Context: an optimization exercise on an open-source flow, tuned for small area, a short achievable clock period and few clock cycles per item. The choices shown serve that exercise and are no tape-out recipe.
At most, simulation tests tie the RTL to the original design; equivalence was not proved.

## expression_solver
module expression_solver
(
    input clk,
    input rst,
    input start,
    input [7:0] X,
    input [15:0] A,
    input [15:0] B,
    input [15:0] C,
    output [15:0] result,
    output zero,
    output overflow,
    output completed
);
    reg busy;          
    reg done;          
    reg [15:0] T;
    always @(posedge clk or posedge rst)
    begin
        if (rst) begin
            busy <= 1'b0;
            done <= 1'b0;
        end else begin
            if (start) busy <= 1'b1;
            done <= busy;
        end
    end
    wire [15:0] m = busy ? T : A;
    wire [7:0] x = X;
    wire [15:0] kn = ~(busy ? C : B);
    wire pp_0_0 = ~(x[0] & m[0]);
    wire pp_0_1 = ~(x[0] & m[1]);
    wire pp_0_2 = ~(x[0] & m[2]);
    wire pp_0_3 = ~(x[0] & m[3]);
    wire pp_0_4 = ~(x[0] & m[4]);
    wire pp_0_5 = ~(x[0] & m[5]);
    wire pp_0_6 = ~(x[0] & m[6]);
    wire pp_0_7 = ~(x[0] & m[7]);
    wire pp_0_8 = ~(x[0] & m[8]);
    wire pp_0_9 = ~(x[0] & m[9]);
    wire pp_0_10 = ~(x[0] & m[10]);
    wire pp_0_11 = ~(x[0] & m[11]);
    wire pp_0_12 = ~(x[0] & m[12]);
    wire pp_0_13 = ~(x[0] & m[13]);
    wire pp_0_14 = ~(x[0] & m[14]);
    wire pp_0_15 = ~(x[0] & m[15]);
    wire pp_1_0 = ~(x[1] & m[0]);
    wire pp_1_1 = ~(x[1] & m[1]);
    wire pp_1_2 = ~(x[1] & m[2]);
    wire pp_1_3 = ~(x[1] & m[3]);
    wire pp_1_4 = ~(x[1] & m[4]);
    wire pp_1_5 = ~(x[1] & m[5]);
    wire pp_1_6 = ~(x[1] & m[6]);
    wire pp_1_7 = ~(x[1] & m[7]);
    wire pp_1_8 = ~(x[1] & m[8]);
    wire pp_1_9 = ~(x[1] & m[9]);
    wire pp_1_10 = ~(x[1] & m[10]);
    wire pp_1_11 = ~(x[1] & m[11]);
    wire pp_1_12 = ~(x[1] & m[12]);
    wire pp_1_13 = ~(x[1] & m[13]);
    wire pp_1_14 = ~(x[1] & m[14]);
    wire pp_2_0 = ~(x[2] & m[0]);
    wire pp_2_1 = ~(x[2] & m[1]);
    wire pp_2_2 = ~(x[2] & m[2]);
    wire pp_2_3 = ~(x[2] & m[3]);
    wire pp_2_4 = ~(x[2] & m[4]);
    wire pp_2_5 = ~(x[2] & m[5]);
    wire pp_2_6 = ~(x[2] & m[6]);
    wire pp_2_7 = ~(x[2] & m[7]);
    wire pp_2_8 = ~(x[2] & m[8]);
    wire pp_2_9 = ~(x[2] & m[9]);
    wire pp_2_10 = ~(x[2] & m[10]);
  ...
Size in the first run: about 370 cells after synthesis, ~78 I/O pins, ~3800 µm² of cells after synthesis.
==> flow/config.mk <==
export PLATFORM = sky130hd
export DESIGN_NAME = expression_solver
export DESIGN_NICKNAME = expression_solver
export VERILOG_FILES = /design/flow/design.v
export SDC_FILE = /design/flow/constraint.sdc
export NUM_CORES = 4
export LEC_CHECK = 0
export CAP_MARGIN = 20
export CORE_MARGIN = 2
export CORE_UTILIZATION = 60
export SETUP_SLACK_MARGIN = 5
export SLEW_MARGIN = 20
export SYNTH_HIERARCHICAL = 1
export SYNTH_MINIMUM_KEEP_SIZE = 0
==> flow/constraint.sdc <==
create_clock -name core_clock -period 11.0 [get_ports {clk}]
set_input_delay 2.2000 -clock core_clock [delete_from_list [all_inputs] [get_ports {clk}]]
set_output_delay 2.2000 -clock core_clock [all_outputs]
set_load 0.01 [all_outputs]
standard.sh (not shown) runs the stock make flow with config.mk's settings and CLKGATE_MAP_FILE= SYNTH_SCRIPT=/design/flow/synth_recipe.tcl, a recipe that flattens the netlist after the stock synthesis.
==> flow/flow/run.sh <==
#!/bin/bash
# The standard layout, with the port buffers made from the smallest buffer
# (buf_1) instead of the delay buffer buffer_ports picks by default; the
# resizer still upsizes them where timing, slew or load ask for it.
set -euo pipefail
export BUFFER_PORTS_ARGS="-buffer_cell sky130_fd_sc_hd__buf_1"
bash standard.sh > standard_finish.log 2>&1
Edit:
- CORE_UTILIZATION: 60 -> 40
Wire length came out higher by 3.8%.
First-iteration DRC count came out higher by 82%.
Hold slack gains 0.12 ns.
Die area came out higher by 47%.
Clock skew stays flat.
Maximum frequency came out lower by 0.86%.
Sequential share of layout area barely changes.
No run of this note included a check of the RTL's function; only the layout flow was run.

---

run A:
expression_solver, a different RTL version from the one above (not shown whole).
For scale: about 410 cells after synthesis, roughly 19 flip-flops, roughly 78 I/O pins, ~0.0039 mm^2 of cells after synthesis.
clock: 11.0 ns
lec_check: 0
cap_margin: 20
core_margin: 2
core_utilization: 40
setup_slack_margin: 3
slew_margin: 20
synth_hierarchical: 1
synth_minimum_keep_size: 0
Scripts as last shown in full above: flow/flow/run.sh
Run A: no failed stages, no open violations at the end
Modified inputs, run B compared to run A
- changing SETUP_SLACK_MARGIN from 3 to 2
Findings:
- Global-route wire length before repair in run B is 630 um lower than in run A
- Comparing run A and run B, the lower number of clock buffers in the layout was measured on run B.
- Relative to run A, non-clock buffer count has decreased by 20 in run B.
- Cell area after layout went down by more than 10% going from run A to run B.
- Going from run A to run B, the total cell area at the placement stage was found to have gone down by 88 um^2.
Inputs modified between run B and run C:
- a change of SETUP_SLACK_MARGIN from 2 to 2.5
Findings:
[run C vs run B] final critical path time including I/O delays and setup: lower in run C. Compared with run B, run C shows wire length of the first global-routing pass that has gone down slightly. Summary of run C over run B: final weighted congestion in routability-driven placement lost about 3.6%, post-detailed-route via-to-cell ratio was more or less identical, final instance area picked up an extra about 9%. Final-layout clock-cell area share (higher): run B.
What run D does differently from run C at the input level:
- ABC_AREA: unset -> 1
- SETUP_SLACK_MARGIN: 2.5 -> 2
--- outcome ---
Run D reached the end of the flow, and the finished layout is clean on the timing, DRC and antenna checks.
Compared to run C, run D has signed area change from the synthesized netlist to the final layout 11 points lower.
Run D packs its core looser than run C.
Compared with run C, run D shows sequential share of the synthesized area lower by 0.78 points.
No run of this note included a check of the RTL's function; only the layout flow was run.

---

expression_solver, a different RTL version from the one above (not shown whole).
Size in the first run: roughly 19 flip-flops, roughly 78 I/O pins.
export LEC_CHECK = 0
export CAP_MARGIN = 20
export CORE_MARGIN = 2
export CORE_UTILIZATION = 40
export PLACE_DENSITY = 0.8
export SETUP_SLACK_MARGIN = 2
export SLEW_MARGIN = 20
export SYNTH_HIERARCHICAL = 1
export SYNTH_MINIMUM_KEEP_SIZE = 0
create_clock -name core_clock -period 11.0 [get_ports {clk}]
Scripts as last shown in full above: flow/flow/run.sh
Testbench counts at the start, summed over its fixed seeds: cycles 2,400, items 1,200.
Then changed:
--- a/flow/config.mk
+++ b/flow/config.mk
@@ -9,5 +9,4 @@
 export CORE_MARGIN = 2
 export CORE_UTILIZATION = 40
-export PLACE_DENSITY = 0.8
 export SETUP_SLACK_MARGIN = 2
 export SLEW_MARGIN = 20
Effect: Via count is lower by a few percent; critical path depth is unchanged; design area stays flat.
Then changed:
--- a/flow/config.mk
+++ b/flow/config.mk
@@ -8,5 +8,6 @@
 export CAP_MARGIN = 20
 export CORE_MARGIN = 2
-export CORE_UTILIZATION = 40
+export CORE_UTILIZATION = 60
+export PLACE_DENSITY = 0.8
 export SETUP_SLACK_MARGIN = 2
 export SLEW_MARGIN = 20
=> Setup slack got worse by 54 ps; worst hold slack hardly moves; synthesized area is unchanged; non-clock buffer count goes down by 1; wire length fell by 1.1%; final area shrinks by 1.7%; core utilization came out higher by 22 points; critical path depth is unchanged; synthesized cell count does not change.
Then changed:
==> flow/flow/run.sh (replaced) <==
#!/bin/bash
# The standard layout, with two changes:
# - the port buffers are made from the smallest buffer (buf_1) instead of the
#   delay buffer buffer_ports picks by default; the resizer still upsizes
#   them where timing, slew or load ask for it;
# - clock tree synthesis does not add dummy loads.
set -euo pipefail
export BUFFER_PORTS_ARGS="-buffer_cell sky130_fd_sc_hd__buf_1"
export CTS_ARGS="-sink_clustering_enable -repair_clock_nets -dont_use_dummy_load"
bash standard.sh > standard_finish.log 2>&1
--- a/flow/config.mk
+++ b/flow/config.mk
@@ -8,6 +8,5 @@
 export CAP_MARGIN = 20
 export CORE_MARGIN = 2
-export CORE_UTILIZATION = 60
-export PLACE_DENSITY = 0.8
+export CORE_UTILIZATION = 40
 export SETUP_SLACK_MARGIN = 2
 export SLEW_MARGIN = 20
First-iteration DRC count increases by about a fifth.
Maximum frequency increases slightly.
Area after synthesis does not change.
Via count went down slightly.
Utilization fell by 22 points.
Hold slack gets worse by 4.5 ps.
Die area goes up by well over a third.
Design area rose slightly.
Clock-buffer cell count stays the same.

---

== run 1 ==
expression_solver, a different RTL version from the one above (not shown whole).
For scale: roughly 18 flip-flops, ~78 I/O pins, roughly 0.0038 mm2 of cells after synthesis.
clock: 11.0 ns
lec_check: 0
cap_margin: 20
core_margin: 2
core_utilization: 60
cts_buf_list: sky130_fd_sc_hd__clkbuf_4
setup_slack_margin: 5
slew_margin: 20
synth_hierarchical: 1
synth_minimum_keep_size: 0
==> flow/flow/run.sh <==
#!/bin/bash
# The standard layout, with the port buffers made from the smallest buffer
# (buf_1) instead of the delay buffer buffer_ports picks by default; the
# resizer still upsizes them where timing, slew or load ask for it.
set -euo pipefail
export BUFFER_PORTS_ARGS="-buffer_cell sky130_fd_sc_hd__buf_1"
bash standard.sh > standard_finish.log 2>&1
Testbench counts of run 1, summed over its fixed seeds: cycles 3,600, items 1,200.
Edits applied to the flow inputs when going from run 1 to run 2:
Settings: CTS_BUF_LIST no longer set, was sky130_fd_sc_hd__clkbuf_4; CORE_UTILIZATION now 80, was 60.
Notes after the runs:
- Run 2: PASS, flow complete, no timing, DRC or antenna violations
- Taking run 1 over run 2, the DRC violation total after the first TritonRoute iteration ratio works out to 0.40.
- From run 1 to run 2 the numbers moved as follows: sequential standard cell area saw little to no change; wire length of the first global-routing pass +12%.
Inputs modified between run 2 and run 3:
Settings: CORE_UTILIZATION changed from 80 to 70.
Notes after the runs:
- | via count of the first global-routing pass | lower: run 3 |
- No run among run 3 and run 2 stopped early or left any final violation; all are clean.
- For worst endpoint required time, run 3 and run 2 come out practically identical.

---

expression_solver, a different RTL version from the one above (not shown whole).
For scale: roughly 410 cells after synthesis, roughly 78 I/O pins.
==> flow/design.v (excerpt) <==
module expression_solver
(
    input clk,
    input rst,
    input start,
    input [7:0] X,
    input [15:0] A,
    input [15:0] B,
    input [15:0] C,
    output [15:0] result,
    output zero,
    output overflow,
    output completed
);
    reg busy;          
    reg done;          
    reg [15:0] T;
    always @(posedge clk or posedge rst)
    begin
        if (rst) begin
            busy <= 1'b0;
            done <= 1'b0;
        end else begin
            if (start) busy <= 1'b1;
            done <= busy;
        end
    end
    wire [15:0] m = busy ? T : A;
    wire [7:0] x = X;
    wire [15:0] kn = ~(busy ? C : B);
    wire pp_0_0 = ~(x[0] & m[0]);
    wire pp_0_1 = ~(x[0] & m[1]);
    wire pp_0_2 = ~(x[0] & m[2]);
    wire pp_0_3 = ~(x[0] & m[3]);
    wire pp_0_4 = ~(x[0] & m[4]);
    wire pp_0_5 = ~(x[0] & m[5]);
    wire pp_0_6 = ~(x[0] & m[6]);
    wire pp_0_7 = ~(x[0] & m[7]);
    wire pp_0_8 = ~(x[0] & m[8]);
    wire pp_0_9 = ~(x[0] & m[9]);
    wire pp_0_10 = ~(x[0] & m[10]);
    wire pp_0_11 = ~(x[0] & m[11]);
    wire pp_0_12 = ~(x[0] & m[12]);
    wire pp_0_13 = ~(x[0] & m[13]);
    wire pp_0_14 = ~(x[0] & m[14]);
    wire pp_0_15 = ~(x[0] & m[15]);
    wire pp_1_0 = ~(x[1] & m[0]);
    wire pp_1_1 = ~(x[1] & m[1]);
    wire pp_1_2 = ~(x[1] & m[2]);
    wire pp_1_3 = ~(x[1] & m[3]);
    wire pp_1_4 = ~(x[1] & m[4]);
    wire pp_1_5 = ~(x[1] & m[5]);
    wire pp_1_6 = ~(x[1] & m[6]);
    wire pp_1_7 = ~(x[1] & m[7]);
    wire pp_1_8 = ~(x[1] & m[8]);
    wire pp_1_9 = ~(x[1] & m[9]);
    wire pp_1_10 = ~(x[1] & m[10]);
    wire pp_1_11 = ~(x[1] & m[11]);
    wire pp_1_12 = ~(x[1] & m[12]);
    wire pp_1_13 = ~(x[1] & m[13]);
    wire pp_1_14 = ~(x[1] & m[14]);
    wire pp_2_0 = ~(x[2] & m[0]);
    wire pp_2_1 = ~(x[2] & m[1]);
    wire pp_2_2 = ~(x[2] & m[2]);
    wire pp_2_3 = ~(x[2] & m[3]);
    wire pp_2_4 = ~(x[2] & m[4]);
    wire pp_2_5 = ~(x[2] & m[5]);
    wire pp_2_6 = ~(x[2] & m[6]);
    wire pp_2_7 = ~(x[2] & m[7]);
    wire pp_2_8 = ~(x[2] & m[8]);
    wire pp_2_9 = ~(x[2] & m[9]);
  ...
Settings: LEC_CHECK=0, CAP_MARGIN=20, CORE_MARGIN=2, CORE_UTILIZATION=40, CTS_BUF_LIST=sky130_fd_sc_hd__clkbuf_8, CTS_CLUSTER_DIAMETER=200, CTS_CLUSTER_SIZE=50, SETUP_SLACK_MARGIN=2, SLEW_MARGIN=20, SYNTH_HIERARCHICAL=1, SYNTH_MINIMUM_KEEP_SIZE=0; clock period 11.0 ns.
Scripts as last shown in full above: flow/flow/run.sh
Testbench counts at the start, summed over its fixed seeds: cycles 2,400, items 1,200.
Next try:
CORE_UTILIZATION = 55   (was 40)
CTS_BUF_LIST = default   (was sky130_fd_sc_hd__clkbuf_8)
CTS_CLUSTER_DIAMETER = default   (was 200)
CTS_CLUSTER_SIZE = default   (was 50)
After rerunning: The changed run passed the timing, DRC and antenna checks. Clock skew barely changes. Clock-buffer cell count stays the same. Global-route usage rises by 6.7 points.
Next try:
ABC_AREA = 1   (was default)
CORE_UTILIZATION = 40   (was 55)
After rerunning: The new run finished clean; via count increases by about a fifth; cell area rose by a little under a tenth; register-to-register slack improved by 350 ps; worst setup slack is better by 170 ps; global-route usage falls by 5.3 points; sequential share of layout area goes down by 0.55 points; routed wire length increases by roughly a tenth; clock-buffer cell count stays the same.
Next try:
ABC_AREA = default   (was 1)
SETUP_SLACK_MARGIN = 2.5   (was 2)
Outcome:
- area after synthesis shrinks by a little under a tenth
- synthesized cell count went down by a quarter to a third
- clock skew is about the same
- cell count falls by about a fifth
- count of clock-buffer cells in the layout stays the same
- non-clock buffer count went up by 10
- utilization climbs by 2.6 points

---

== try-pepper ==
RTL: one of the versions met above, not the one the previous note started from.
Size in the first run: ~370 cells after synthesis, about 18 flip-flops, ~78 I/O pins, ~3800 um^2 of cells after synthesis.
// expression_solver
module expression_solver
(
    input clk,
    input rst,
    input start,
    input [7:0] X,
    input [15:0] A,
    input [15:0] B,
    input [15:0] C,
    output [15:0] result,
    output zero,
    output overflow,
    output completed
);
clock: 11.0 ns
lec_check: 0
cap_margin: 20
core_margin: 2
core_utilization: 60
slew_margin: 20
synth_hierarchical: 1
synth_minimum_keep_size: 0
==> flow/flow/run.sh <==
#!/bin/bash
set -euo pipefail
export BUFFER_PORTS_ARGS="-buffer_cell sky130_fd_sc_hd__buf_1"
export SETUP_SLACK_MARGIN=5.5
bash standard.sh > standard_finish.log 2>&1
try-pepper | status: complete | timing, DRC, antenna: pass
Testbench counts of try-pepper, summed over its fixed seeds: cycles 3,600, items 1,200.
Input changes introduced in try-garnet (baseline for comparison: try-pepper):
Settings: SETUP_SLACK_MARGIN newly set to 4.5; CORE_UTILIZATION changed from 60 to 40.
==> flow/flow/run.sh <==
#!/bin/bash
# The standard layout, with the port buffers made from the smallest buffer
# (buf_1) instead of the delay buffer buffer_ports picks by default; the
# resizer still upsizes them where timing, slew or load ask for it.
set -euo pipefail
export BUFFER_PORTS_ARGS="-buffer_cell sky130_fd_sc_hd__buf_1"
bash standard.sh > standard_finish.log 2>&1
try-garnet ended with less final worst slack than try-pepper. Of try-garnet and try-pepper, it is try-garnet that has the higher headroom to the max-slew limit. try-pepper → try-garnet: number of tap instances has increased; number of synthesized register bits was more or less identical; vias after detailed routing -4.2%.
Edits applied to the flow inputs when going from try-garnet to try-fjord:
Settings: CORE_UTILIZATION: 40 -> 60; SETUP_SLACK_MARGIN: 4.5 -> 5.
Findings:
try-fjord: done, clean on timing, DRC and antenna. Comparing try-fjord and try-garnet, the lower met2 track utilization from global routing is on try-garnet. Relative to try-garnet, final period utilization has decreased by 3.7 points in try-fjord. try-fjord against try-garnet: number of cells on the critical path has increased; met1 layer wirelength in the final routing lost 6.4%. Taking try-garnet as the reference, in try-fjord worst setup slack now larger, number of nets in the layout comparable, area of the die now smaller, met3 track utilization from global routing now larger. try-fjord ended up with a lower number of non-clock buffers in the layout than try-garnet did.
Modified inputs, try-onyx compared to try-fjord
Settings: a change of CORE_UTILIZATION from 60 to 40.
Findings:
- [compare] base=try-fjord new=try-onyx: worst slack at placement went up 0.030 ns, overall via count from detail_route saw an increase.
- NOTE: routed wire length on met2 in try-onyx exceeds that of try-fjord
- Final non-filler cell area up 2.2% in try-onyx wrt try-fjord
- Comparing try-onyx with try-fjord, the fraction of cell area in non-clock buffers came out essentially unchanged.
- Any difference in clock latency on the worst-skew pair between try-fjord and try-onyx is small enough to ignore.
- Summary of the comparison: share of the clock period used by the worst path after layout is higher in try-onyx, relative to try-fjord.
- Sort try-fjord and try-onyx by number of clock-tree buffers in the layout desc -> top: try-onyx

[separate check: timing with driven ports]
The results above use ideal ports. As a check the final layouts listed here were re-extracted and re-timed, cells and wires unchanged.
Step 1: set_driving_cell puts a clkbuf_16 on clk and a buf_2 on each other input, an assumption about the parent block.
Step 2 times the ports against the registers' clock, not the clock port: input delays grow and output delays shrink by t, the midpoint of the rising clock arrivals with the driver on.
a / b / c = ideal / step 1 / step 2; a / b = the first two.
run	t, ns	setup WS [ns]	worst setup path at the end	pins driven straight from the clock port
the first run of note 1	0.283	5.155 / 5.156 / 4.873	input to register	1
the second run of note 1	0.272	5.104 / 5.102 / 4.831	input to register	1
run A	0.281	2.608 / 2.584 / 2.584	input to output	1
run B	0.294	2.229 / 2.209 / 2.209	input to output	1
run C	0.283	2.546 / 2.527 / 2.527	input to output	1
run D	0.285	2.313 / 2.290 / 2.290	input to output	1
the first run of note 3	0.288	2.129 / 2.102 / 2.102	input to output	1
the second run of note 3	0.284	2.216 / 2.194 / 2.194	input to output	1
the third run of note 3	0.289	2.163 / 2.140 / 2.140	input to output	1
the fourth run of note 3	0.280	2.210 / 2.188 / 2.188	input to output	1
run 1	0.328	5.120 / 5.115 / 4.787	input to register	1
run 2	0.278	5.015 / 5.003 / 4.725	input to register	1
run 3	0.280	5.060 / 5.062 / 4.782	input to register	1
the first run of note 5	0.277	2.215 / 2.186 / 2.186	input to output	1
the second run of note 5	0.274	2.096 / 2.075 / 2.075	input to output	1
the third run of note 5	0.276	2.267 / 2.245 / 2.245	input to output	1
the fourth run of note 5	0.279	2.200 / 2.177 / 2.177	input to output	1
try-pepper	0.273	5.242 / 5.233 / 4.960	input to register	1
try-garnet	0.277	4.761 / 4.759 / 4.482	input to register	1
try-fjord	0.279	5.168 / 5.166 / 4.886	input to register	1
try-onyx	0.274	5.145 / 5.143 / 4.870	input to register	1
After both steps setup and hold are still met in every run listed. For run 1, which loses most, drivers alone change the setup slack by -0.005 ns; drivers and shift together by -0.333 ns.
